What follows belongs to an exercise in optimizing a design on an open flow for small area; a production flow would make more cautious choices.
Where RTL was checked, it was by simulation tests only, not by an equivalence proof against the original.
For runs 2 to 4, only the layout was checked, not whether the RTL still works.
Power figures rest on the tool's default switching activity, not on a simulated workload.

$ cat design/flow/flow/run.sh
#!/bin/bash
# Own layout flow: the standard flow, with an area-oriented ABC mapping
# (no half-adder extraction), small port buffers and a lighter clock tree.
set -euo pipefail
W=$PWD
F=$W/flow
cat > $W/my_synth.tcl <<EOT
# Same synthesis as synth_recipe.tcl; only the ABC script differs and the
# half/full-adder extraction is skipped, so ABC maps all logic for area.
proc extract_fa {args} { puts "extract_fa skipped" }
proc abc {args} {
  set out {}
  set skip 0
  foreach a \$args {
    if {\$skip} { lappend out $F/area.abc; set skip 0; continue }
    if {\$a eq "-script"} { set skip 1 }
    lappend out \$a
  }
  yosys abc {*}\$out
}
source $W/synth_recipe.tcl
EOT
sed "s#SYNTH_SCRIPT=[^ ]*#SYNTH_SCRIPT=$W/my_synth.tcl#" $W/standard.sh > $W/my_standard.sh
grep -q "my_synth.tcl" $W/my_standard.sh
bash $W/my_standard.sh \
  BUFFER_PORTS_ARGS="-buffer_cell sky130_fd_sc_hd__buf_1" \
  CTS_ARGS="-sink_clustering_enable -repair_clock_nets -dont_use_dummy_load" \
  finish > $W/flow_make.log 2>&1
$ cat design/flow/flow/area.abc
strash
&get -n
&st
&dch -f
&nf -R 1000
&put
$ cat design/flow/standard.sh
#!/bin/bash
# synth_recipe.tcl (not shown) runs the flow's synth.tcl, then flattens the netlist and writes it again
# the make line also repeats each setting of config.mk as NAME=value (left out here)
make -C /OpenROAD-flow-scripts/flow DESIGN_CONFIG=/design/flow/config.mk WORK_HOME=/design/flow/orfs CLKGATE_MAP_FILE= SYNTH_SCRIPT=/design/flow/synth_recipe.tcl "${@:-finish}"
$ cat design/flow/config.mk
export PLATFORM = sky130hd
export DESIGN_NAME = key_xd_seg
export DESIGN_NICKNAME = key_xd_seg
export VERILOG_FILES = /design/flow/design.v
export SDC_FILE = /design/flow/constraint.sdc
export NUM_CORES = 4
export LEC_CHECK = 0
export CAP_MARGIN = 20
export CORE_MARGIN = 2
export CORE_UTILIZATION = 40
export SLEW_MARGIN = 20
$ cat design/flow/constraint.sdc
create_clock -name core_clock -period 10.0 [get_ports {clk}]
set_input_delay 2.0000 -clock core_clock [delete_from_list [all_inputs] [get_ports {clk}]]
set_output_delay 2.0000 -clock core_clock [all_outputs]
set_load 0.01 [all_outputs]
$ cat design/flow/design.v
module key_xd(
    input            clk,
    input            rst_n,
    input      [2:0] key_in,
    output reg [2:0] key_vld
);
reg  [2:0] key_in_ff0;
reg  [2:0] key_in_ff1;
reg  [9:0] cnt;
reg        flag_add;
wire       add_cnt = !flag_add && !(&key_in_ff1);
wire [10:0] cnt_inc = {1'b0, cnt} + 11'd1;
wire       end_cnt = add_cnt && cnt_inc[10];
always @(posedge clk or negedge rst_n) begin
    if (!rst_n) begin
        key_in_ff0 <= 3'b111;
        key_in_ff1 <= 3'b111;
    end else begin
        key_in_ff0 <= key_in;
        key_in_ff1 <= key_in_ff0;
    end
end
always @(posedge clk or negedge rst_n) begin
    if (!rst_n)
        cnt <= 10'd24;
    else if (add_cnt)
        cnt <= cnt_inc[9:0] | {5'd0, end_cnt, end_cnt, 3'd0};
    else
        cnt <= 10'd24;
end
always @(posedge clk or negedge rst_n) begin
    if (!rst_n)
        flag_add <= 1'b0;
    else if (end_cnt)
        flag_add <= 1'b1;
    else if (&key_in_ff1)
        flag_add <= 1'b0;
end
always @(posedge clk or negedge rst_n) begin
    if (!rst_n)
        key_vld <= 3'b000;
    else
        key_vld <= end_cnt ? ~key_in_ff1 : 3'b000;
end
endmodule
module key_xd_seg(
    input        clk,
    input        rst_n,
    output [7:0] seg_sel,
    output [6:0] segment,
    input  [2:0] key
);
wire [2:0] key_out;
key_xd key_xd(.clk(clk), .rst_n(rst_n), .key_in(key), .key_vld(key_out));
reg  [9:0]  q0;           
reg  [2:0]  q1;
wire [10:0] q0_inc = {1'b0, q0} + 11'd1;
wire        q0_c   = q0_inc[10];
wire [2:0]  q1_n   = q1 + {2'd0, q0_c};
always @(posedge clk or negedge rst_n) begin
    if (!rst_n) begin
        q0 <= 10'd23;
        q1 <= 3'd0;
    end else begin
        q0 <= q0_inc[9:0] | {5'd0, q0_c, q0_c, 3'd0};
        q1 <= q1_n;
    end
end
wire scan_on = |{q0[9:5], q0[3]};
reg       key_set1;
reg [2:0] key_set2;
reg       key_set3;
always @(posedge clk or negedge rst_n) begin
    if (!rst_n) begin
        key_set1 <= 1'b0;
        key_set2 <= 3'd0;
        key_set3 <= 1'b0;
    end else begin
        key_set1 <= key_set1 ^ key_out[0];
        key_set3 <= key_out[2];
        if (key_set1) begin
            if (key_set2 > 3'd5)
                key_set2 <= 3'd0;
            else if (key_out[1])
                key_set2 <= key_set2 + 3'd1;
        end
    end
end
wire set_inc = key_set1 & key_set3;
reg  [15:0] cnt_1s;
wire [16:0] s_inc = {1'b0, cnt_1s} + 17'd1;
wire        tick  = !key_set1 && s_inc[16];
always @(posedge clk or negedge rst_n) begin
    if (!rst_n)
        cnt_1s <= 16'd15536;
    else if (!key_set1)
        cnt_1s <= s_inc[15:0] | (s_inc[16] ? 16'd15536 : 16'd0);
end
reg  [14:0] cnt_b;
reg         flash;
wire [15:0] b_inc = {1'b0, cnt_b} + 16'd1;
always @(posedge clk or negedge rst_n) begin
    if (!rst_n) begin
        cnt_b <= 15'd12768;
        flash <= 1'b0;
    end else if (key_set1) begin
        cnt_b <= b_inc[14:0] | (b_inc[15] ? 15'd12768 : 15'd0);
        flash <= flash ^ b_inc[15];
    end
end
reg [3:0] sec1;
reg [2:0] sec2;
reg [3:0] min1;
reg [2:0] min2;
reg [1:0] hou1;
reg [1:0] hou2;
wire a_s1 = tick || (set_inc && key_set2 == 3'd0);
wire e_s1 = a_s1 && sec1 == 4'd9;
wire a_s2 = e_s1 || (set_inc && key_set2 == 3'd1);
wire e_s2 = a_s2 && sec2 == 3'd5;
wire a_m1 = e_s2 || (set_inc && key_set2 == 3'd2);
wire e_m1 = a_m1 && min1 == 4'd9;
wire a_m2 = e_m1 || (set_inc && key_set2 == 3'd3);
wire e_m2 = a_m2 && min2 == 3'd5;
wire a_h1 = e_m2 || (set_inc && key_set2 == 3'd4);
wire e_h1 = a_h1 && hou2 == 2'd2 && hou1 == 2'd3;
wire a_h2 = e_h1 || (set_inc && key_set2 == 3'd5);
wire e_h2 = a_h2 && hou2 == 2'd2;
always @(posedge clk or negedge rst_n) begin
    if (!rst_n) begin
        sec1 <= 4'd0; sec2 <= 3'd0;
        min1 <= 4'd0; min2 <= 3'd0;
        hou1 <= 2'd3; hou2 <= 2'd2;
    end else begin
        if (a_s1) sec1 <= e_s1 ? 4'd0 : sec1 + 4'd1;
        if (a_s2) sec2 <= e_s2 ? 3'd0 : sec2 + 3'd1;
        if (a_m1) min1 <= e_m1 ? 4'd0 : min1 + 4'd1;
        if (a_m2) min2 <= e_m2 ? 3'd0 : min2 + 3'd1;
        if (a_h1) hou1 <= e_h1 ? 2'd0 : hou1 + 2'd1;
        if (a_h2) hou2 <= e_h2 ? 2'd0 : hou2 + 2'd1;
    end
end
reg [3:0] digit;
always @(*) begin
    case (q1_n)
    3'd0: digit = {2'd0, hou2};
    3'd1: digit = {2'd0, hou1};
    3'd2: digit = {1'd0, min2};
    3'd3: digit = min1;
    3'd4: digit = {1'd0, sec2};
    3'd5: digit = sec1;
    default: digit = 4'd0;
    endcase
end
wire blank = flash && q1_n < 3'd6 && key_set2 == 3'd5 - q1_n;
reg [3:0] sel;
always @(posedge clk or negedge rst_n) begin
    if (!rst_n)
        sel <= 4'd0;
    else
        sel <= blank ? 4'd10 : digit;
end
reg [6:0] seg;
always @(*) begin
    case (sel)
    4'd0: seg = 7'h01;
    4'd1: seg = 7'h4f;
    4'd2: seg = 7'h12;
    4'd3: seg = 7'h06;
    4'd4: seg = 7'h4c;
    4'd5: seg = 7'h24;
    4'd6: seg = 7'h20;
    4'd7: seg = 7'h0f;
    4'd8: seg = 7'h00;
    4'd9: seg = 7'h04;
    default: seg = 7'h7f;
    endcase
end
assign segment = seg;
assign seg_sel = scan_on ? ~(8'd1 << q1) : 8'hff;
endmodule
==> implementation parameters, run 1 <==
Parameter                              Value

STA
  RSZ-0062 raised after global routing    false
  Setup TNS after final layout    0 ps
  Post-route clock period utilization    43.03%
  Clock skew    17.80 ps
  Highest clock rate    about 230 MHz
  Total count of hold-check failures in the final report    0
  Minimum clock period    4303 ps
  Worst slew pin tran    793.3 ps
  Number of setup violations in the final report    0
  Final Max Slew Viols    0
  Max-Slew Margin vs Limit    about 46%

Synthesis
  Sequential element share of the synthesized area    58.25%
  Total of warnings raised by yosys    2
  Main flop type after synthesis    sky130_fd_sc_hd__dfrtp_1
  Number of flops mapped to enable cells by yosys    0
  Post-Syn Nets    388
  Async set or reset register ratio after synthesis    100.0%
  Share of the synthesized area in the top cell type    39.91%
  Flip-flop and latch count after synthesis    92
  Library cells used by synthesis    39
  Post-synth top area cell    sky130_fd_sc_hd__dfrtp_1
  Per-instance average area after synthesis    10.48 um2
  Synthesized netlist cell count    approximately 380
  Cells taking the most area after synthesis    sky130_fd_sc_hd__dfrtp_1 40%, sky130_fd_sc_hd__dfstp_2 18%, sky130_fd_sc_hd__nand2_1 5.0%
  Area of the mapped netlist    around 0.0040 mm2

Final layout
  Area used by multi-input combinational logic    0.001653 mm2
  Share of layout cells above drive strength 1    9.466%
  Nets@finish    419
  Number of fill cells    941
  Area taken by flip-flops and latches    0.002337 mm2
  Area added between synthesis and finish    9.292%
  ANT cells    0
  Non-filler cells, final    545

Worst setup path
  Reg2Reg Setup Slack    5700 ps
  Capture point of the worst path    hou2[0]
  Worst r2r path cells    14
  Most prevalent standard cell on the critical path    sky130_fd_sc_hd__nand2_1
  Critical Path Max Stage Delay    750 ps
  Crit path capture type    flip-flop
  Reg2Reg Capture Point    hou2[0]
  Setup Crit Path Kind    flip-flop to flip-flop
  Critical-path maximum fanout    20
  Critical path startpoint    key_set1
  Cell with the largest stage delay on the worst path    sky130_fd_sc_hd__dfrtp_1
  FF-to-FF Start    key_set1
  Type of origin of the critical path    flip-flop
  Arr. time, crit path    around 4600 ps
  Critical-path cell list    nand2_1, or4_1, nand2_1, nor4b_1, or2_0, nand4b_1, a2111oi_0, o21bai_1, nand4b_1, o31ai_1, nand2_1, o22ai_1, o21ai_0, o21a_1
  Data required time of the worst path    10,250 ps

Place
  Detailed placer's ending HPWL    4.713 mm
  Global placement routability congestion    0.7474
  Post-Place Cells    536
  Number of buffers inserted by port buffering    19

Die
  Die Width    104.2 um
  Row count    36
  Die Height    104.2 um
  Die ar.    0.01085 mm2
  Placeable core area    0.009774 mm2
  Starting utilization of the core area    41.05%
  Boundary Pins    20

Global routing
  Pin count of the biggest net entering global routing    65
  Wire length of the first global-routing pass    between 10 and 15 mm
  GRT Total Usage    13.38%
  Total congestion overflow    0
  Vias in the first global route    around 2,700
  Antenna violations before repair    0

Clocking
  TritonCTS Sinks    92
  Skew-Pair Late Insertion Delay    350 ps
  Post-CTS Hold Fix Bufs    0
  H-tree Lvls    3
  Post-cts resize count    0
  Clock-pin transition on the worst setup and hold timing paths    90 ps
  Total clock buffers created by CTS    9
  Root buffer cell    sky130_fd_sc_hd__clkbuf_8
  Number of buffers inserted by post-CTS setup repair    0
  Maximum buffer depth of the clock tree    2
  CTS tree    done

Power
  Power density over the cells    about 140 mW/mm2
  Peak supply drop    0.1184 mV
  Leakage    1.920 nW

Detailed routing
  Vias per cell    5.176
  Total via count in the routed design    2,821
  Post-detailed-routing wire length    6.750 mm
  DRC Markers    0
  Drt pass-1 iters    4
  Violation count after the first detailed-route iteration    118
  Avg WL per Cell    about 12 um
  Number of routed nets with antenna violations    0

Status
  Status  no timing/DRC/antenna violations

Job
  Maximum capacitance violations    0

Hold path
  Hold Path Class    flip-flop to flip-flop
## report_power, final
group	switching, W	leakage (nW)	internal (W)
combinational	0.0000157	0.686	0.00000962
sequential	0.00000872	1.17	0.000389
clock	0.000109	0.0647	0.0000807
## routing by layer
metal,part of all wire (%),GRT usage (%)
met5,0,0
met4,1.7,5.502
met3,3.1,3.383
met2,48,22.46
met1,48,16.46
## cell families after synthesis
family / count (synthesis) / share of synthesized area, %
compound gates: 62 / 9.698
mux: 2 / 0.5612
xor+xnor: 42 / 9.167
flops: 92 / 58.25
simple gates: 179 / 21.77
buf+inv: 6 / 0.5612
## per-stage QoR
step	power (W)	utilization (%)	setup WS, ps	instance area, um2	hold slack, ps
3_3_place_gp	0.0004286	43.60	5888	4262	340.9
5_1_grt	0.0006473	44.87	5184	4385	362.0
3_5_place_dp	0.0004303	43.60	5680	4262	335.5
6_report	0.0006123	44.87	5697	4385	356.0
4_1_cts	0.0006259	44.87	5684	4385	356.8
2_1_floorplan	0.0004173	-	6348	4013	331.2
## Yosys cell counts, drive strengths merged, types with 2 or more instances
master,n
nand4,10
dfstp,28
and3,12
o21ai,12
nand3,16
clkinv,6
nand4b,6
dfrtp,64
a31oi,6
o21bai,2
xor2,22
a21oi,20
a22oi,4
nor3b,2
a221o,2
nor2b,3
nand2b,3
nand3b,3
nor2,41
or2,3
and2,7
mux2,2
xnor2,20
o31ai,2
nor3,15
o21a,4
nand2,53
a32oi,2
o211ai,3
## how the worst min path moves through the flow
stage	slack, ps	start	cells after the start	end
global placement	340	key_xd.key_vld[2]	0	key_set3
global route	360	key_xd.key_in_ff0[1]	0	key_xd.key_in_ff1[1]
floorplan	330	key_xd.key_vld[2]	0	key_set3
CTS	360	key_xd.key_in_ff0[1]	0	key_xd.key_in_ff1[1]
detailed placement	340	key_xd.key_vld[2]	0	key_set3
finish	360	key_xd.key_in_ff0[1]	0	key_xd.key_in_ff1[1]
## layout by cell type, fill, tap and decap left out, types with 3 or more instances in the layout
| cell type | synthesis | layout |
|---|---|---|
| sky130_fd_sc_hd__a22oi_1 | 4 | 4 |
| sky130_fd_sc_hd__o21a_1 | 4 | 4 |
| sky130_fd_sc_hd__buf_1 | 0 | 18 |
| sky130_fd_sc_hd__o21ai_0 | 12 | 12 |
| sky130_fd_sc_hd__nor3_1 | 15 | 15 |
| sky130_fd_sc_hd__nor2_1 | 41 | 41 |
| sky130_fd_sc_hd__nand2_1 | 53 | 53 |
| sky130_fd_sc_hd__nand4b_1 | 6 | 6 |
| sky130_fd_sc_hd__xor2_1 | 22 | 22 |
| sky130_fd_sc_hd__nand3_1 | 16 | 16 |
| sky130_fd_sc_hd__nand4_1 | 10 | 10 |
| sky130_fd_sc_hd__and3_1 | 12 | 12 |
| sky130_fd_sc_hd__dfstp_2 | 28 | 28 |
| sky130_fd_sc_hd__nand3b_1 | 3 | 3 |
| sky130_fd_sc_hd__nand2b_1 | 3 | 3 |
| sky130_fd_sc_hd__or2_0 | 3 | 3 |
| sky130_fd_sc_hd__dfrtp_1 | 64 | 64 |
| sky130_fd_sc_hd__clkinv_1 | 6 | 6 |
| sky130_fd_sc_hd__o211ai_1 | 3 | 3 |
| sky130_fd_sc_hd__clkbuf_8 | 0 | 9 |
| sky130_fd_sc_hd__a21oi_1 | 20 | 20 |
| sky130_fd_sc_hd__xnor2_1 | 20 | 20 |
| sky130_fd_sc_hd__nor2b_1 | 3 | 3 |
| sky130_fd_sc_hd__a31oi_1 | 6 | 6 |
| sky130_fd_sc_hd__and2_0 | 7 | 7 |
## flip-flops by register name, indices dropped and copies added (netlist names)
register and count:
cnt_b 15, hou2 2, key_set3 1, sec1 4
key_xd.key_vld 3, min1 4, q0 10, key_set2 3
cnt_1s 16, key_xd.key_in_ff0 3, sec2 3, flash 1
key_xd.key_in_ff1 3, key_set1 1, q1 3, key_xd.flag_add 1
min2 3, hou1 2, sel 4, key_xd.cnt 10
## area by class of cell
class / count / share of cell area (%)
Clock buffer: 9 / 2.825
Inverter: 6 / 0.5136
Multi-Input combinational cell: 285 / 37.69
Sequential cell: 92 / 53.30
Tap cell: 133 / 3.795
Timing Repair Buffer: 20 / 1.883
## worst max-delay path: cells and delay by family (launching register included)
kind               cells  cell delay (ps)
and+or+nand+nor        8             1810
DFF                    1              750
AOI/OAI and AO/OA      6             1640
==> inputs of run 2 (changes only) <==
--- a/design/flow/design.v
+++ b/design/flow/design.v
@@ -10,6 +10,6 @@
 reg        flag_add;
 wire       add_cnt = !flag_add && !(&key_in_ff1);
-wire [10:0] cnt_inc = {1'b0, cnt} + 11'd1;
-wire       end_cnt = add_cnt && cnt_inc[10];
+wire [9:0] cnt_nxt = {cnt[8:0], cnt[9] ^ cnt[2]};
+wire       end_cnt = add_cnt && ~|{cnt[8:4], cnt[2:0]};
 always @(posedge clk or negedge rst_n) begin
     if (!rst_n) begin
@@ -23,9 +23,9 @@
 always @(posedge clk or negedge rst_n) begin
     if (!rst_n)
-        cnt <= 10'd24;
+        cnt <= 10'd9;
     else if (add_cnt)
-        cnt <= cnt_inc[9:0] | {5'd0, end_cnt, end_cnt, 3'd0};
+        cnt <= cnt_nxt;
     else
-        cnt <= 10'd24;
+        cnt <= 10'd9;
 end
 always @(posedge clk or negedge rst_n) begin
@@ -53,19 +53,20 @@
 wire [2:0] key_out;
 key_xd key_xd(.clk(clk), .rst_n(rst_n), .key_in(key), .key_vld(key_out));
-reg  [9:0]  q0;           
+reg  [9:0]  q0;
 reg  [2:0]  q1;
-wire [10:0] q0_inc = {1'b0, q0} + 11'd1;
-wire        q0_c   = q0_inc[10];
+wire        q0_z   = ~|{q0[8:4], q0[1:0]};
+wire        q0_c   = q0_z & ~q0[2];       
+wire        scan_on = ~(q0_z & ~q0[3]);   
+wire [9:0]  q0_l   = {q0[8:0], q0[9] ^ q0[2]};
 wire [2:0]  q1_n   = q1 + {2'd0, q0_c};
 always @(posedge clk or negedge rst_n) begin
     if (!rst_n) begin
-        q0 <= 10'd23;
+        q0 <= 10'd4;
         q1 <= 3'd0;
     end else begin
-        q0 <= q0_inc[9:0] | {5'd0, q0_c, q0_c, 3'd0};
+        q0 <= {q0_l[9:5], q0_l[4] & ~q0_c, q0_l[3] | q0_c, q0_l[2:0]};
         q1 <= q1_n;
     end
 end
-wire scan_on = |{q0[9:5], q0[3]};
 reg       key_set1;
 reg [2:0] key_set2;
--- a/design/flow/flow/run.sh
+++ b/design/flow/flow/run.sh
@@ -25,4 +25,4 @@
 bash $W/my_standard.sh \
   BUFFER_PORTS_ARGS="-buffer_cell sky130_fd_sc_hd__buf_1" \
-  CTS_ARGS="-sink_clustering_enable -repair_clock_nets -dont_use_dummy_load" \
+  CTS_ARGS="-sink_clustering_enable -repair_clock_nets -dont_use_dummy_load -buf_list sky130_fd_sc_hd__clkbuf_16 -sink_clustering_size 50 -sink_clustering_max_diameter 300" \
   finish > $W/flow_make.log 2>&1
==> run 2 against run 1 <==
Compared with the run above: sequential share of layout area grew 0.48 points; via count shrank 7.2%; utilization grew 1.9 points; still clean.
==> implementation parameters, run 2 <==
Parameter                              Value

Status
  Status  no timing/DRC/antenna violations

STA
  Worst slew pin tran    694.0 ps
  Total count of hold-check failures in the final report    0
  Final Max Slew Viols    0
  RSZ-0062 raised after global routing    false
  Post-route clock period utilization    44.27%
  Max-Slew Margin vs Limit    roughly 54%
  Clock skew    15.53 ps
  Hold WS    around 350 ps
  Setup TNS after final layout    0 ps
  Highest clock rate    225.9 MHz
  Minimum clock period    4427 ps
  Number of setup violations in the final report    0

Final layout
  Largest registers in the final layout    cnt_1s (16), cnt_b (15)
  Most common cell after layout, fill and taps aside    sky130_fd_sc_hd__dfrtp_1
  Nets@finish    387
  Top register by number of flip-flops    cnt_1s
  ANT cells    0
  Max FFs per register    16
  Final core occ    46.74%
  Share of layout cells above drive strength 1    9.737%
  Leading cell types in the layout, fill and taps excluded    67 x sky130_fd_sc_hd__dfrtp_1, 42 x sky130_fd_sc_hd__nand2_1, 29 x sky130_fd_sc_hd__nor2_1
  Area added between synthesis and finish    12.93%

Job
  Maximum capacitance violations    0

Place
  Global placement routability congestion    0.8517
  Number of buffers inserted by port buffering    19
  Detailed placer's ending HPWL    ~4.4 mm

Clocking
  Maximum buffer depth of the clock tree    2
  TritonCTS Sinks    92
  Root buffer cell    sky130_fd_sc_hd__clkbuf_16
  Post-CTS Hold Fix Bufs    0
  CTS tree    done
  Skew-Pair Late Insertion Delay    340 ps
  Total clock buffers created by CTS    9
  H-tree Lvls    3
  Clock-pin transition on the worst setup and hold timing paths    approximately 60 ps
  Post-cts resize count    0
  Number of buffers inserted by post-CTS setup repair    0

Worst setup path
  Cell with the largest stage delay on the worst path    sky130_fd_sc_hd__dfstp_2
  Critical path buffer and inverter count    0
  Arr. time, crit path    between 4000 and 5000 ps
  Type of origin of the critical path    flip-flop
  Most prevalent standard cell on the critical path    sky130_fd_sc_hd__o21ai_0
  Data required time of the worst path    10,220 ps
  Setup Crit Path Kind    flip-flop to flip-flop
  Cell family with most CP delay    simple AND/OR/NAND/NOR gates
  Critical-path cell list    nand4_1, nor2_1, nand4_1, o41ai_1, nor4b_1, a21oi_1, o21ai_0, nor4b_1, o21bai_1, nand4b_1, o21ai_0, nand4_1, o21ai_0, o21ai_0, o21a_1
  Critical Path Max Stage Delay    560 ps
  Crit path capture type    flip-flop
  Critical-path maximum fanout    8

Global routing
  Vias in the first global route    2,590
  Wire length of the first global-routing pass    11.56 mm
  Total congestion overflow    0
  GRT Total Usage    14.14%
  Antenna violations before repair    0
  Pin count of the biggest net entering global routing    a little over 80

Detailed routing
  DRC Markers    0
  Drt pass-1 iters    4
  Avg WL per Cell    12.85 um
  Post-detailed-routing wire length    6.543 mm
  Number of routed nets with antenna violations    0
  Violation count after the first detailed-route iteration    roughly 110
  Total via count in the routed design    ~2,600
  Vias per cell    5.145

Hold path
  Hold Path Class    flip-flop to flip-flop

Synthesis
  Number of flops mapped to enable cells by yosys    0
  Async set or reset register ratio after synthesis    100.0%
  Total of warnings raised by yosys    2
  Post-Syn Nets    355
  Main flop type after synthesis    sky130_fd_sc_hd__dfrtp_1
  Share of the synthesized area in the top cell type    43.63%
  Most common library cells after synthesis    67 x sky130_fd_sc_hd__dfrtp_1, 42 x sky130_fd_sc_hd__nand2_1, 29 x sky130_fd_sc_hd__nor2_1, 25 x sky130_fd_sc_hd__dfstp_2, 20 x sky130_fd_sc_hd__xor2_1
  Synthesized netlist cell count    350
  Post-synth top area cell    sky130_fd_sc_hd__dfrtp_1
  Area of the mapped netlist    approximately 0.0038 mm2
  Library cells used by synthesis    39
  Flip-flop and latch count after synthesis    approximately 90
  Per-instance average area after synthesis    10.98 um2
  Cells taking the most area after synthesis    sky130_fd_sc_hd__dfrtp_1 44%, sky130_fd_sc_hd__dfstp_2 17%, sky130_fd_sc_hd__xor2_1 4.6%
  Sequential element share of the synthesized area    60.73%
  Most common cell in the synthesized netlist    sky130_fd_sc_hd__dfrtp_1

Power
  Power density over the cells    ~210 mW/mm2
  Int Power    about 0.00066 W
  Switching power summed over all nets    0.0002463 W
  Peak supply drop    0.1131 mV
  Combinational power share    12.7%
  Total power consumption of the routed design    0.0009083 W
  Relative contribution of the clock network to total power    30.3%
  Switching portion of total power    a little over a quarter
  Share of total power in sequential cells    57.0%
  Leakage    a little under 2 nW

Die
  Starting utilization of the core area    41.39%
  Die Width    102.0 um
  Boundary Pins    20
  Die ar.    0.01041 mm2
  Row count    35
  Placeable core area    0.009284 mm2
  Die Height    roughly 100 um
[run 2: cells by family after synthesis]
logic type / share of synthesized area (%)
simple gates: 21.59
xor+xnor: 7.066
mux: 0.5861
buf+inv: 0.6839
flops: 60.73
compound gates: 9.345
[run 2: worst reg2reg max path, cell delays in order (launching register included)]
cell and delay [ps]:
sky130_fd_sc_hd__dfstp_2 560, sky130_fd_sc_hd__nand4_1 120, sky130_fd_sc_hd__nor2_1 230, sky130_fd_sc_hd__nand4_1 390
sky130_fd_sc_hd__o41ai_1 270, sky130_fd_sc_hd__nor4b_1 510, sky130_fd_sc_hd__a21oi_1 170, sky130_fd_sc_hd__o21ai_0 410
sky130_fd_sc_hd__nor4b_1 470, sky130_fd_sc_hd__o21bai_1 240, sky130_fd_sc_hd__nand4b_1 130, sky130_fd_sc_hd__o21ai_0 170
sky130_fd_sc_hd__nand4_1 120, sky130_fd_sc_hd__o21ai_0 180, sky130_fd_sc_hd__o21ai_0 180, sky130_fd_sc_hd__o21a_1 140
[run 2: layout make-up]
| type | instances | area [um2] |
|---|---|---|
| flip-flops and latches | 92 | 2333 |
| clock buffers | 9 | 225.2 |
| fillers | 875 | 4945 |
| repair buffers | 21 | 110.1 |
| multi-input cells | 251 | 1483 |
| well taps | 129 | 161.4 |
| inverters | 7 | 26.28 |
[run 2: final timing paths]
kind                                    from       endpoint  slack [ps]  depth (start not counted)
setup / recovery                   cnt_1s[4]        hou2[0]        5570                         15
hold / removal             key_xd.key_vld[2]       key_set3         350                          0
setup reg to reg                   cnt_1s[4]        hou2[0]        5570                         15
hold reg to reg            key_xd.key_vld[2]       key_set3         350                          0
max in group asynchronous              rst_n        hou2[1]        7530                          3
min in group asynchronous              rst_n  key_xd.cnt[5]        1520                          1
[run 2: power by group through the flow]
stage / Sequential [W] / Combinational, W / Clock, W
6_report: 0.000518 / 0.000115 / 0.000275
4_1_cts: 0.000517 / 0.000117 / 0.000285
2_1_floorplan: 0.000502 / 0.0000910 / 0
5_1_grt: 0.000530 / 0.000136 / 0.000298
3_5_place_dp: 0.000522 / 0.000116 / 0
3_3_place_gp: 0.000520 / 0.000113 / 0
[run 2: through the flow]
stage / std cells / worst slack [ps] / instance area, um2
final: 509 / 5573 / 4339
after global routing: 509 / 5186 / 4339
after CTS: 508 / 5671 / 4312
after detailed placement: 499 / 5702 / 4086
after global placement: 499 / 5921 / 4086
after floorplan: 350 / 6387 / 3842
[run 2: per-layer routing]
layer  up-vias  part of all wire, %  GRT usage, %
met4         0                  1.7         5.641
met1      1264                   48         18.08
met2        49                   45         22.93
met3         9                  4.4         3.899
li1       1297                    -             -
met5         -                    0             0
==> inputs of run 3 (changes only) <==
--- a/design/flow/flow/run.sh
+++ b/design/flow/flow/run.sh
@@ -25,4 +25,4 @@
 bash $W/my_standard.sh \
   BUFFER_PORTS_ARGS="-buffer_cell sky130_fd_sc_hd__buf_1" \
-  CTS_ARGS="-sink_clustering_enable -repair_clock_nets -dont_use_dummy_load -buf_list sky130_fd_sc_hd__clkbuf_16 -sink_clustering_size 50 -sink_clustering_max_diameter 300" \
+  CTS_ARGS="-sink_clustering_enable -repair_clock_nets -dont_use_dummy_load -buf_list sky130_fd_sc_hd__clkbuf_8 -sink_clustering_size 30 -sink_clustering_max_diameter 200" \
   finish > $W/flow_make.log 2>&1
==> run 3 against run 2 <==
Compared with the run above: total power decreased by 9.9%; via count up 0.46%; synthesized cell count is the same; still clean on timing, DRC and antenna; routed wire length decreased by 0.99%; synthesized area unchanged; maximum frequency up 0.77%; sequential power barely moved; register-to-register slack gained 30 ps; worst hold slack gained 2.5 ps; critical path type unchanged; critical endpoint unchanged.
==> implementation parameters, run 3 <==
Parameter                              Value

STA
  Number of setup violations in the final report    0
  RSZ-0062 raised after global routing    false
  Setup TNS after final layout    0 ps
  Worst slew pin tran    719.6 ps
  Highest clock rate    roughly 230 MHz
  Final Max Slew Viols    0
  Clock skew    25.43 ps
  Max-Slew Margin vs Limit    52.03%
  Post-route setup slack    around 5600 ps
  Minimum clock period    4393 ps
  Post-route clock period utilization    43.93%
  Total count of hold-check failures in the final report    0

Die
  Die Width    a little over 100 um
  Placeable core area    approximately 0.0093 mm2
  Boundary Pins    20
  Starting utilization of the core area    about two fifths
  Die ar.    0.01041 mm2
  Row count    35
  Die Height    ~100 um

Detailed routing
  Vias per cell    5.179
  DRC Markers    0
  Number of routed nets with antenna violations    0
  Drt pass-1 iters    4
  Violation count after the first detailed-route iteration    78
  Total via count in the routed design    2,631
  Avg WL per Cell    12.75 um
  Post-detailed-routing wire length    6.478 mm

Worst setup path
  Crit path capture type    flip-flop
  Critical path buffer and inverter count    0
  Cell family with most CP delay    simple AND/OR/NAND/NOR gates
  Setup Crit Path Kind    flip-flop to flip-flop
  Critical Path Max Stage Delay    570 ps
  Critical-path maximum fanout    8
  Arr. time, crit path    4630 ps
  Type of origin of the critical path    flip-flop
  Cell with the largest stage delay on the worst path    sky130_fd_sc_hd__dfstp_2
  Critical-path cell list    nand4_1, nor2_1, nand4_1, o41ai_1, nor4b_1, a21oi_1, o21ai_0, nor4b_1, o21bai_1, nand4b_1, o21ai_0, nand4_1, o21ai_0, o21ai_0, o21a_1
  Data required time of the worst path    around 10,000 ps
  Most prevalent standard cell on the critical path    sky130_fd_sc_hd__o21ai_0

Synthesis
  Cells taking the most area after synthesis    sky130_fd_sc_hd__dfrtp_1 44%, sky130_fd_sc_hd__dfstp_2 17%, sky130_fd_sc_hd__xor2_1 4.6%
  Number of flops mapped to enable cells by yosys    0
  Largest family of logic cells by synthesized area    simple AND/OR/NAND/NOR gates
  Synthesized netlist cell count    350
  Library cells used by synthesis    39
  Post-synthesis share of cell area spent on full adders, half adders and majority gates    0%
  Post-synth top area cell    sky130_fd_sc_hd__dfrtp_1
  Post-Syn Nets    355
  Flip-flop and latch count after synthesis    92
  Total of warnings raised by yosys    2
  Async set or reset register ratio after synthesis    100.0%
  Synthesized-area fraction occupied by xor and xnor cells    around 7.1%
  Share of the synthesized area in the top cell type    43.63%
  Multiplexer share of the synthesized area    0.5861%
  Simple-Gate Fraction of Synth Area    between 20 and 25%
  Per-instance average area after synthesis    10.98 um2
  Synth Area in Compound Gates    under 10%
  Sequential element share of the synthesized area    60.73%
  Main flop type after synthesis    sky130_fd_sc_hd__dfrtp_1
  Most common library cells after synthesis    67 x sky130_fd_sc_hd__dfrtp_1, 42 x sky130_fd_sc_hd__nand2_1, 29 x sky130_fd_sc_hd__nor2_1, 25 x sky130_fd_sc_hd__dfstp_2, 20 x sky130_fd_sc_hd__xor2_1
  Area of the mapped netlist    0.003842 mm2
  Most common cell in the synthesized netlist    sky130_fd_sc_hd__dfrtp_1

Clocking
  Post-cts resize count    0
  Number of buffers inserted by post-CTS setup repair    0
  TritonCTS Sinks    92
  Root buffer cell    sky130_fd_sc_hd__clkbuf_8
  Post-CTS Hold Fix Bufs    0
  Skew-Pair Late Insertion Delay    360 ps
  CTS tree    done
  Maximum buffer depth of the clock tree    2
  Clock-pin transition on the worst setup and hold timing paths    80 ps
  Total clock buffers created by CTS    9
  H-tree Lvls    3

Status
  Status  no timing/DRC/antenna violations

Place
  Number of buffers inserted by port buffering    19
  Pre-CTS setup slack    approximately 5700 ps
  Detailed placer's ending HPWL    4.428 mm
  Post-place instance area    between 0.004 and 0.005 mm2
  Global placement routability congestion    0.8517

Final layout
  Nets@finish    a little under 400
  Leading cell types in the layout, fill and taps excluded    67 x sky130_fd_sc_hd__dfrtp_1, 42 x sky130_fd_sc_hd__nand2_1, 29 x sky130_fd_sc_hd__nor2_1
  Largest registers in the final layout    cnt_1s (16), cnt_b (15)
  Max FFs per register    16
  Design area    ~0.0042 mm2
  Final core occ    45.39%
  Share of layout cells above drive strength 1    9.499%
  ANT cells    0
  Top register by number of flip-flops    cnt_1s
  Most common cell after layout, fill and taps aside    sky130_fd_sc_hd__dfrtp_1
  Area added between synthesis and finish    9.671%

Power
  Switching power summed over all nets    0.0002358 W
  Peak supply drop    just under 0.1 mV
  Power density over the cells    ~190 mW/mm2
  Combinational power share    13.9%
  Relative contribution of the clock network to total power    23.0%
  Leakage    1.865 nW
  Int Power    0.0005829 W
  Share of total power in sequential cells    a little over three fifths
  Total power consumption of the routed design    0.0008187 W
  Switching portion of total power    a little under 30%

Job
  Maximum capacitance violations    0

Global routing
  Pin count of the biggest net entering global routing    82
  Wire length of the first global-routing pass    about 12 mm
  Vias in the first global route    2,576
  GRT Total Usage    between 10% and 20%
  Total congestion overflow    0
  Antenna violations before repair    0

Hold path
  Hold Path Class    flip-flop to flip-flop
[run 3: power groups by stage]
stage | Clock [W] | Combinational, W | Sequential (W)
floorplan | 0 | 0.0000910 | 0.000502
global placement | 0 | 0.000113 | 0.000520
detailed placement | 0 | 0.000116 | 0.000522
CTS | 0.000198 | 0.000117 | 0.000516
global route | 0.000211 | 0.000135 | 0.000529
finish | 0.000188 | 0.000114 | 0.000517
[run 3: cell type report]
| class | count | area, um2 |
|---|---|---|
| fillers | 891 | 5070 |
| multi-input cells | 251 | 1483 |
| inverters | 7 | 26.28 |
| repair buffers | 20 | 86.33 |
| flip-flops and latches | 92 | 2333 |
| clock buffers | 9 | 123.9 |
| well taps | 129 | 161.4 |
[run 3: logic make-up after synthesis]
family                    count (synthesis)
buffers and inverters                     7
muxes                                     2
DFF                                      92
AOI/OAI and AO/OA                        58
xor gates and xnor gates                 31
and+or+nand+nor                         160
[run 3: worst paths after layout]
| path | start | to | slack [ps] | depth (start not counted) |
|---|---|---|---|---|
| setup / recovery | cnt_1s[4] | hou2[0] | 5610 | 15 |
| hold reg to reg | key_xd.key_in_ff0[2] | key_xd.key_in_ff1[2] | 350 | 0 |
| hold / removal | key_xd.key_in_ff0[2] | key_xd.key_in_ff1[2] | 350 | 0 |
| max in group asynchronous | rst_n | q1[1] | 7570 | 2 |
| min in group asynchronous | rst_n | key_xd.cnt[5] | 1500 | 1 |
| setup reg to reg | cnt_1s[4] | hou2[0] | 5610 | 15 |
[run 3: through the flow]
step	instances	hold WS (ps)
2_1_floorplan	350	331.2
3_3_place_gp	499	334.9
3_5_place_dp	499	336.3
4_1_cts	508	347.8
5_1_grt	508	353.0
6_report	508	348.7
[run 3: metal layers]
| metal | track usage (%) | vias up | share of wire, % |
|---|---|---|---|
| met5 | 0 | - | 0 |
| met2 | 22.52 | 53 | 45 |
| li1 | - | 1291 | - |
| met3 | 3.967 | 10 | 4.5 |
| met4 | 5.436 | 0 | 1.7 |
| met1 | 18.17 | 1277 | 48 |
[run 3: worst reg2reg max path, stage by stage, from the launching register on]
cell,delay [ps]
sky130_fd_sc_hd__dfstp_2,570
sky130_fd_sc_hd__nand4_1,120
sky130_fd_sc_hd__nor2_1,240
sky130_fd_sc_hd__nand4_1,390
sky130_fd_sc_hd__o41ai_1,270
sky130_fd_sc_hd__nor4b_1,510
sky130_fd_sc_hd__a21oi_1,160
sky130_fd_sc_hd__o21ai_0,400
sky130_fd_sc_hd__nor4b_1,460
sky130_fd_sc_hd__o21bai_1,240
sky130_fd_sc_hd__nand4b_1,130
sky130_fd_sc_hd__o21ai_0,170
sky130_fd_sc_hd__nand4_1,120
sky130_fd_sc_hd__o21ai_0,180
sky130_fd_sc_hd__o21ai_0,170
sky130_fd_sc_hd__o21a_1,130
==> inputs of run 4 (changes only) <==
--- a/design/flow/design.v
+++ b/design/flow/design.v
@@ -90,22 +90,28 @@
 wire set_inc = key_set1 & key_set3;
 reg  [15:0] cnt_1s;
-wire [16:0] s_inc = {1'b0, cnt_1s} + 17'd1;
-wire        tick  = !key_set1 && s_inc[16];
+wire [15:0] s_l    = {cnt_1s[14:0], cnt_1s[15] ^ cnt_1s[13] ^ cnt_1s[12] ^ cnt_1s[10]};
+wire        s_end  = cnt_1s[15] & ~cnt_1s[14] & ~cnt_1s[13] & ~cnt_1s[12] & cnt_1s[11]
+                   & cnt_1s[10] & cnt_1s[8] & ~cnt_1s[7] & ~cnt_1s[6] & cnt_1s[5]
+                   & cnt_1s[4] & cnt_1s[2] & ~cnt_1s[1] & cnt_1s[0];
+wire        tick   = !key_set1 && s_end;
 always @(posedge clk or negedge rst_n) begin
     if (!rst_n)
-        cnt_1s <= 16'd15536;
+        cnt_1s <= 16'd4714;
     else if (!key_set1)
-        cnt_1s <= s_inc[15:0] | (s_inc[16] ? 16'd15536 : 16'd0);
+        cnt_1s <= {s_l[15:12], s_l[11] & ~s_end, s_l[10:0]};
 end
 reg  [14:0] cnt_b;
 reg         flash;
-wire [15:0] b_inc = {1'b0, cnt_b} + 16'd1;
+wire [14:0] b_l    = {cnt_b[13:0], cnt_b[14] ^ cnt_b[13]};
+wire        b_end  = cnt_b[14] & ~cnt_b[13] & ~cnt_b[11] & ~cnt_b[10] & cnt_b[9]
+                   & cnt_b[8] & cnt_b[7] & ~cnt_b[6] & ~cnt_b[5] & ~cnt_b[4]
+                   & ~cnt_b[3] & ~cnt_b[0];
 always @(posedge clk or negedge rst_n) begin
     if (!rst_n) begin
-        cnt_b <= 15'd12768;
+        cnt_b <= 15'd1795;
         flash <= 1'b0;
     end else if (key_set1) begin
-        cnt_b <= b_inc[14:0] | (b_inc[15] ? 15'd12768 : 15'd0);
-        flash <= flash ^ b_inc[15];
+        cnt_b <= {b_l[14:2], b_l[1] | b_end, b_l[0]};
+        flash <= flash ^ b_end;
     end
 end
--- a/design/flow/flow/run.sh
+++ b/design/flow/flow/run.sh
@@ -25,4 +25,4 @@
 bash $W/my_standard.sh \
   BUFFER_PORTS_ARGS="-buffer_cell sky130_fd_sc_hd__buf_1" \
-  CTS_ARGS="-sink_clustering_enable -repair_clock_nets -dont_use_dummy_load -buf_list sky130_fd_sc_hd__clkbuf_8 -sink_clustering_size 30 -sink_clustering_max_diameter 200" \
+  CTS_ARGS="-sink_clustering_enable -repair_clock_nets -dont_use_dummy_load -buf_list \"sky130_fd_sc_hd__clkbuf_4 sky130_fd_sc_hd__clkbuf_8\"" \
   finish > $W/flow_make.log 2>&1
==> run 4 against run 3 <==
Compared with the run above: the flow now stops in 4_1_cts; synthesized cell count is 12% lower; synthesized area is 2.3% lower.
==> implementation parameters, run 4 <==
Parameter                              Value

Synthesis
  Flip-flop and latch count after synthesis    92
  Post-synth top area cell    sky130_fd_sc_hd__dfrtp_1
  Most common cell in the synthesized netlist    sky130_fd_sc_hd__dfrtp_1
  Library cells used by synthesis    35
  Most common library cells after synthesis    69 x sky130_fd_sc_hd__dfrtp_1, 29 x sky130_fd_sc_hd__mux2_1, 23 x sky130_fd_sc_hd__dfstp_2, 23 x sky130_fd_sc_hd__nand2_1, 23 x sky130_fd_sc_hd__nor2_1
  Post-Syn Nets    roughly 310
  Total of warnings raised by yosys    2
  Share of the synthesized area in the top cell type    46.00%
  Async set or reset register ratio after synthesis    100.0%
  Per-instance average area after synthesis    12.19 um2
  Number of flops mapped to enable cells by yosys    0
  Synthesized netlist cell count    308
  Sequential element share of the synthesized area    62.10%
  Main flop type after synthesis    sky130_fd_sc_hd__dfrtp_1
  Area of the mapped netlist    0.003754 mm2
  Cells taking the most area after synthesis    sky130_fd_sc_hd__dfrtp_1 46%, sky130_fd_sc_hd__dfstp_2 16%, sky130_fd_sc_hd__mux2_1 8.7%

Place
  Number of buffers inserted by port buffering    19
  Global placement routability congestion    just over 0.7
  Detailed placer's ending HPWL    approximately 4 mm

Die
  Die Width    between 100 and 150 um
  Row count    35
  Boundary Pins    20
  Starting utilization of the core area    slightly above 40%
  Die Height    100.9 um

Status
  Stage where the flow stopped    4_1_cts
  First error in the log    [ERROR STA-0564] clock_tree_synthesis positional arguments not supported.
  Status    stopped before the end
run 4: changes by cell type after synthesis, moves of 6 or more:
cell                      previous run  this run
sky130_fd_sc_hd__nand4_1            10         3
sky130_fd_sc_hd__nor2_1             29        23
sky130_fd_sc_hd__mux2_1              2        29
sky130_fd_sc_hd__xor2_1             20        10
sky130_fd_sc_hd__and4_1              7         0
sky130_fd_sc_hd__nand2_1            42        23
run 4: power groups by stage:
stage          combinational, W  clock, W  sequential [W]
2_1_floorplan          0.000100         0        0.000518
3_3_place_gp           0.000148         0        0.000512
3_5_place_dp           0.000153         0        0.000514
run 4: how the worst max path moves through the flow:
stage	from	end	slack (ps)	cells past startpoint
detailed placement	cnt_1s[5]	hou2[0]	5750	15
global placement	cnt_1s[5]	hou2[0]	5970	15
floorplan	key_set1	hou2[0]	5780	14
run 4: metrics by stage:
stage          cells   power, W  cell area (um2)  worst slack [ps]  utilization (%)
2_1_floorplan    308  0.0006179             3754              5781                -
3_5_place_dp     440  0.0006666             3983              5752            43.51
3_3_place_gp     440  0.0006605             3983              5971            43.51
run 4: cell families after synthesis:
kind of cell / Yosys count / share of synthesized area [%]
mux: 29 / 8.700
simple gates: 114 / 16.20
buf+inv: 4 / 0.3999
flops: 92 / 62.10
xor+xnor: 19 / 4.433
compound gates: 50 / 8.167
==> inputs of run 5 (changes only) <==
--- a/design/flow/design.v
+++ b/design/flow/design.v
@@ -10,6 +10,6 @@
 reg        flag_add;
 wire       add_cnt = !flag_add && !(&key_in_ff1);
-wire [9:0] cnt_nxt = {cnt[8:0], cnt[9] ^ cnt[2]};
-wire       end_cnt = add_cnt && ~|{cnt[8:4], cnt[2:0]};
+wire [10:0] cnt_inc = {1'b0, cnt} + 11'd1;
+wire       end_cnt = add_cnt && cnt_inc[10];
 always @(posedge clk or negedge rst_n) begin
     if (!rst_n) begin
@@ -23,9 +23,9 @@
 always @(posedge clk or negedge rst_n) begin
     if (!rst_n)
-        cnt <= 10'd9;
+        cnt <= 10'd24;
     else if (add_cnt)
-        cnt <= cnt_nxt;
+        cnt <= cnt_inc[9:0] | {5'd0, end_cnt, end_cnt, 3'd0};
     else
-        cnt <= 10'd9;
+        cnt <= 10'd24;
 end
 always @(posedge clk or negedge rst_n) begin
@@ -53,20 +53,19 @@
 wire [2:0] key_out;
 key_xd key_xd(.clk(clk), .rst_n(rst_n), .key_in(key), .key_vld(key_out));
-reg  [9:0]  q0;
+reg  [9:0]  q0;           
 reg  [2:0]  q1;
-wire        q0_z   = ~|{q0[8:4], q0[1:0]};
-wire        q0_c   = q0_z & ~q0[2];       
-wire        scan_on = ~(q0_z & ~q0[3]);   
-wire [9:0]  q0_l   = {q0[8:0], q0[9] ^ q0[2]};
+wire [10:0] q0_inc = {1'b0, q0} + 11'd1;
+wire        q0_c   = q0_inc[10];
 wire [2:0]  q1_n   = q1 + {2'd0, q0_c};
 always @(posedge clk or negedge rst_n) begin
     if (!rst_n) begin
-        q0 <= 10'd4;
+        q0 <= 10'd23;
         q1 <= 3'd0;
     end else begin
-        q0 <= {q0_l[9:5], q0_l[4] & ~q0_c, q0_l[3] | q0_c, q0_l[2:0]};
+        q0 <= q0_inc[9:0] | {5'd0, q0_c, q0_c, 3'd0};
         q1 <= q1_n;
     end
 end
+wire scan_on = |{q0[9:5], q0[3]};
 reg       key_set1;
 reg [2:0] key_set2;
@@ -90,28 +89,22 @@
 wire set_inc = key_set1 & key_set3;
 reg  [15:0] cnt_1s;
-wire [15:0] s_l    = {cnt_1s[14:0], cnt_1s[15] ^ cnt_1s[13] ^ cnt_1s[12] ^ cnt_1s[10]};
-wire        s_end  = cnt_1s[15] & ~cnt_1s[14] & ~cnt_1s[13] & ~cnt_1s[12] & cnt_1s[11]
-                   & cnt_1s[10] & cnt_1s[8] & ~cnt_1s[7] & ~cnt_1s[6] & cnt_1s[5]
-                   & cnt_1s[4] & cnt_1s[2] & ~cnt_1s[1] & cnt_1s[0];
-wire        tick   = !key_set1 && s_end;
+wire [16:0] s_inc = {1'b0, cnt_1s} + 17'd1;
+wire        tick  = !key_set1 && s_inc[16];
 always @(posedge clk or negedge rst_n) begin
     if (!rst_n)
-        cnt_1s <= 16'd4714;
+        cnt_1s <= 16'd15536;
     else if (!key_set1)
-        cnt_1s <= {s_l[15:12], s_l[11] & ~s_end, s_l[10:0]};
+        cnt_1s <= s_inc[15:0] | (s_inc[16] ? 16'd15536 : 16'd0);
 end
 reg  [14:0] cnt_b;
 reg         flash;
-wire [14:0] b_l    = {cnt_b[13:0], cnt_b[14] ^ cnt_b[13]};
-wire        b_end  = cnt_b[14] & ~cnt_b[13] & ~cnt_b[11] & ~cnt_b[10] & cnt_b[9]
-                   & cnt_b[8] & cnt_b[7] & ~cnt_b[6] & ~cnt_b[5] & ~cnt_b[4]
-                   & ~cnt_b[3] & ~cnt_b[0];
+wire [15:0] b_inc = {1'b0, cnt_b} + 16'd1;
 always @(posedge clk or negedge rst_n) begin
     if (!rst_n) begin
-        cnt_b <= 15'd1795;
+        cnt_b <= 15'd12768;
         flash <= 1'b0;
     end else if (key_set1) begin
-        cnt_b <= {b_l[14:2], b_l[1] | b_end, b_l[0]};
-        flash <= flash ^ b_end;
+        cnt_b <= b_inc[14:0] | (b_inc[15] ? 15'd12768 : 15'd0);
+        flash <= flash ^ b_inc[15];
     end
 end
==> design/flow/run.sh (new file) <==
#!/bin/bash
# synth_recipe.tcl (not shown) runs the flow's synth.tcl, then flattens the netlist and writes it again
# the make line also repeats each setting of config.mk as NAME=value (left out here)
make -C /OpenROAD-flow-scripts/flow DESIGN_CONFIG=/design/flow/config.mk WORK_HOME=/design/flow/orfs CLKGATE_MAP_FILE= SYNTH_SCRIPT=/design/flow/synth_recipe.tcl finish
removed: design/flow/flow/run.sh
removed: design/flow/flow/area.abc
removed: design/flow/standard.sh
==> run 5 against run 4 <==
Compared with the run above: the run now finishes clean; synthesized cell count grew 48%; synthesized area grew 27%.
==> implementation parameters, run 5 <==
Parameter                              Value

Final layout
  Share of layout cells above drive strength 1    15.94%
  Most common cell after layout, fill and taps aside    sky130_fd_sc_hd__dfrtp_1
  Largest registers in the final layout    cnt_1s (16), cnt_b (15)
  Max FFs per register    16
  Nets@finish    about 510
  Top register by number of flip-flops    cnt_1s
  ANT cells    0
  Area added between synthesis and finish    12.98%
  Leading cell types in the layout, fill and taps excluded    64 x sky130_fd_sc_hd__dfrtp_1, 60 x sky130_fd_sc_hd__nand2_1, 31 x sky130_fd_sc_hd__nor2_1

Worst setup path
  Critical-path cell list    inv_1, ha_1, or2_2, a21oi_1, a31oi_1, clkdlybuf4s50_1
  Worst r2r path cells    13
  Type of origin of the critical path    flip-flop
  Critical-path maximum fanout    5
  Setup Crit Path Kind    flip-flop to output port
  Arr. time, crit path    slightly above 2000 ps
  Reg2Reg Capture Point    sel[2]
  Crit path capture type    output port
  Data required time of the worst path    roughly 8000 ps
  FF-to-FF Start    q0[3]
  Reg2Reg Setup Slack    6780 ps
  Critical Path Max Stage Delay    490 ps
  Cell with the largest stage delay on the worst path    sky130_fd_sc_hd__clkdlybuf4s50_1

Die
  Die ar.    0.01279 mm2
  Starting utilization of the core area    41.35%
  Die Width    roughly 110 um
  Die Height    113.1 um
  Placeable core area    0.01152 mm2
  Boundary Pins    20
  Row count    39

Detailed routing
  Avg WL per Cell    between 10 and 15 um
  Vias per cell    5.208
  Drt pass-1 iters    15
  DRC Markers    0
  Violation count after the first detailed-route iteration    115
  Number of routed nets with antenna violations    0
  Post-detailed-routing wire length    8.105 mm
  Total via count in the routed design    3,260

STA
  Minimum clock period    4052 ps
  RSZ-0062 raised after global routing    false
  Setup TNS after final layout    0 ps
  Final Max Slew Viols    0
  Clock skew    8.673 ps
  Highest clock rate    246.8 MHz
  Number of setup violations in the final report    0
  Total count of hold-check failures in the final report    0
  Max-Slew Margin vs Limit    a little under half
  Worst slew pin tran    812.6 ps
  Post-route clock period utilization    40.52%

Power
  Leakage    about 2.5 nW
  Peak supply drop    0.07887 mV
  Total power consumption of the routed design    0.0007513 W
  Power density over the cells    139.6 mW/mm2

Synthesis
  Post-Syn Nets    488
  Library cells used by synthesis    57
  Number of flops mapped to enable cells by yosys    0
  Share of the synthesized area in the top cell type    33.63%
  Most common cell in the synthesized netlist    sky130_fd_sc_hd__dfrtp_1
  Post-synth top area cell    sky130_fd_sc_hd__dfrtp_1
  Area of the mapped netlist    0.004762 mm2
  Flip-flop and latch count after synthesis    92
  Sequential element share of the synthesized area    a little under 50%
  Cells taking the most area after synthesis    sky130_fd_sc_hd__dfrtp_1 34%, sky130_fd_sc_hd__dfstp_2 15%, sky130_fd_sc_hd__ha_1 7.4%
  Per-instance average area after synthesis    10.47 um2
  Total of warnings raised by yosys    2
  Main flop type after synthesis    sky130_fd_sc_hd__dfrtp_1
  Synthesized netlist cell count    around 460
  Most common library cells after synthesis    64 x sky130_fd_sc_hd__dfrtp_1, 60 x sky130_fd_sc_hd__nand2_1, 31 x sky130_fd_sc_hd__nor2_1, 28 x sky130_fd_sc_hd__dfstp_2, 28 x sky130_fd_sc_hd__ha_1
  Async set or reset register ratio after synthesis    100.0%

Clocking
  Skew-Pair Late Insertion Delay    340 ps
  Post-cts resize count    0
  Number of buffers inserted by post-CTS setup repair    0
  CTS tree    done
  Total clock buffers created by CTS    9
  TritonCTS Sinks    approximately 90
  H-tree Lvls    3
  Root buffer cell    sky130_fd_sc_hd__clkbuf_16
  Maximum buffer depth of the clock tree    2
  Post-CTS Hold Fix Bufs    0
  Clock-pin transition on the worst setup and hold timing paths    about 70 ps

Job
  Maximum capacitance violations    0

Hold path
  Hold Path Class    flip-flop to flip-flop
  Hold Path Cell Cnt    0
  Critical hold path startpoint    key_xd.key_vld[2]
  Worst hold endpoint    key_set3

Place
  Detailed placer's ending HPWL    ~5.9 mm
  Global placement routability congestion    0.8218
  Number of buffers inserted by port buffering    19

Global routing
  Antenna violations before repair    0
  Wire length of the first global-routing pass    ~15 mm
  Vias in the first global route    3,225
  Pin count of the biggest net entering global routing    70
  Total congestion overflow    0
  GRT Total Usage    14.05%

Status
  Status  no timing/DRC/antenna violations
## run 5: changes by cell type after synthesis, sizes merged, moves of 7 or more
cell,change
nor2,+8
nand2,+38
nand4,+7
mux2,-17
a31oi,+8
inv,+22
o21ai,+12
ha,+28
and2,-10
xor2,+12
xnor2,+16
nand3,+18
## run 5: cells by family after synthesis
kind of cell             synth area share (%)
multiplexers                            3.468
AO/OA/AOI/OAI                           9.459
AND/OR/NAND/NOR                         19.52
buffers and inverters                   2.470
flip-flops                              49.08
XOR/XNOR                                8.644
adder cells (fa/ha/maj)                 7.357
## run 5: how the worst max path moves through the flow
| stage | start | to | slack (ps) | depth (start not counted) |
|---|---|---|---|---|
| after floorplan | sel[1] | segment[6] | 6840 | 5 |
| after global placement | sel[1] | segment[3] | 6350 | 6 |
| after detailed placement | sel[1] | segment[3] | 6310 | 6 |
| after CTS | sel[1] | segment[3] | 5930 | 6 |
| after global routing | sel[1] | segment[3] | 5760 | 6 |
| final | sel[1] | segment[3] | 5950 | 6 |
## run 5: where the power goes
group	leakage, nW	internal [W]	total [W]	switching (W)
clock network	0.140	0.000177	0.000317	0.000141
registers	1.17	0.000389	0.000401	0.0000118
logic	1.18	0.0000139	0.0000327	0.0000187
## run 5: cell type report
cell class	count	area, um2
clock buffer	11	242.7
clock inverter	5	36.28
fill	1075	6136
inverter	22	82.58
multi-input combinational	333	2307
sequential	92	2337
tap	143	178.9
timing repair buffer	20	195.2
## run 5: critical path: cells and delay by family, from the launching register on
kind / cells / cell delay, ps
flops: 1 / 400
compound gates: 2 / 250
fa+ha+maj: 1 / 190
buf+inv: 2 / 610
simple gates: 1 / 270
## run 5: stage by stage
| stage | hold slack [ps] | cell area, um2 | worst slack (ps) | util (%) | std cells |
|---|---|---|---|---|---|
| floorplan | 331.2 | 4762 | 6843 | - | 455 |
| global placement | 338.2 | 5101 | 6351 | 44.30 | 610 |
| detailed placement | 334.7 | 5101 | 6305 | 44.30 | 610 |
| CTS | 346.5 | 5380 | 5926 | 46.72 | 626 |
| global route | 358.8 | 5380 | 5761 | 46.72 | 626 |
| finish | 340.3 | 5380 | 5948 | 46.72 | 626 |
## run 5: per-layer routing
metal / wire length, um / track usage [%] / share of wire, % / up-vias
met5: 0 / 0 / 0 / -
met4: 170 / 6.179 / 2.1 / 0
met1: 3891 / 18.12 / 48 / 1572
li1: - / - / - / 1625
met3: 209 / 2.250 / 2.6 / 14
met2: 3834 / 23.47 / 47 / 49

==> what the ideal ports hide <==
How much do the figures lean on ideal ports? The routed layouts below were timed once more, with nothing changed but the port constraints.
Step 1 assumes that a clkbuf_16 drives the clock port and a buf_2 every other input.
Step 2 adds t to the input delays and takes it off the output delays; t is the mean of the earliest and latest rising clock arrival at the registers after step 1. Input paths then give back, and output paths get back, about the clock's delay inside the block.
a / b / c = ideal ports / drivers / drivers and shift; a / b = the first two.
| run | shift t [ns] | slack for setup (ns) | worst setup path at the end | worst register clock-pin slew, ns | pins driven straight from the clock port |
|---|---|---|---|---|---|
| run 1 | 0.368 | 5.697 / 5.697 / 5.697 | register to register | 0.09 / 0.09 | 1 |
| run 2 | 0.363 | 5.573 / 5.573 / 5.573 | register to register | 0.07 / 0.07 | 1 |
| run 3 | 0.378 | 5.607 / 5.607 / 5.607 | register to register | 0.09 / 0.09 | 1 |
| run 5 | 0.374 | 5.948 / 5.913 / 6.287 | register to output | 0.07 / 0.07 | 1 |
After both steps every run listed still meets setup and hold.
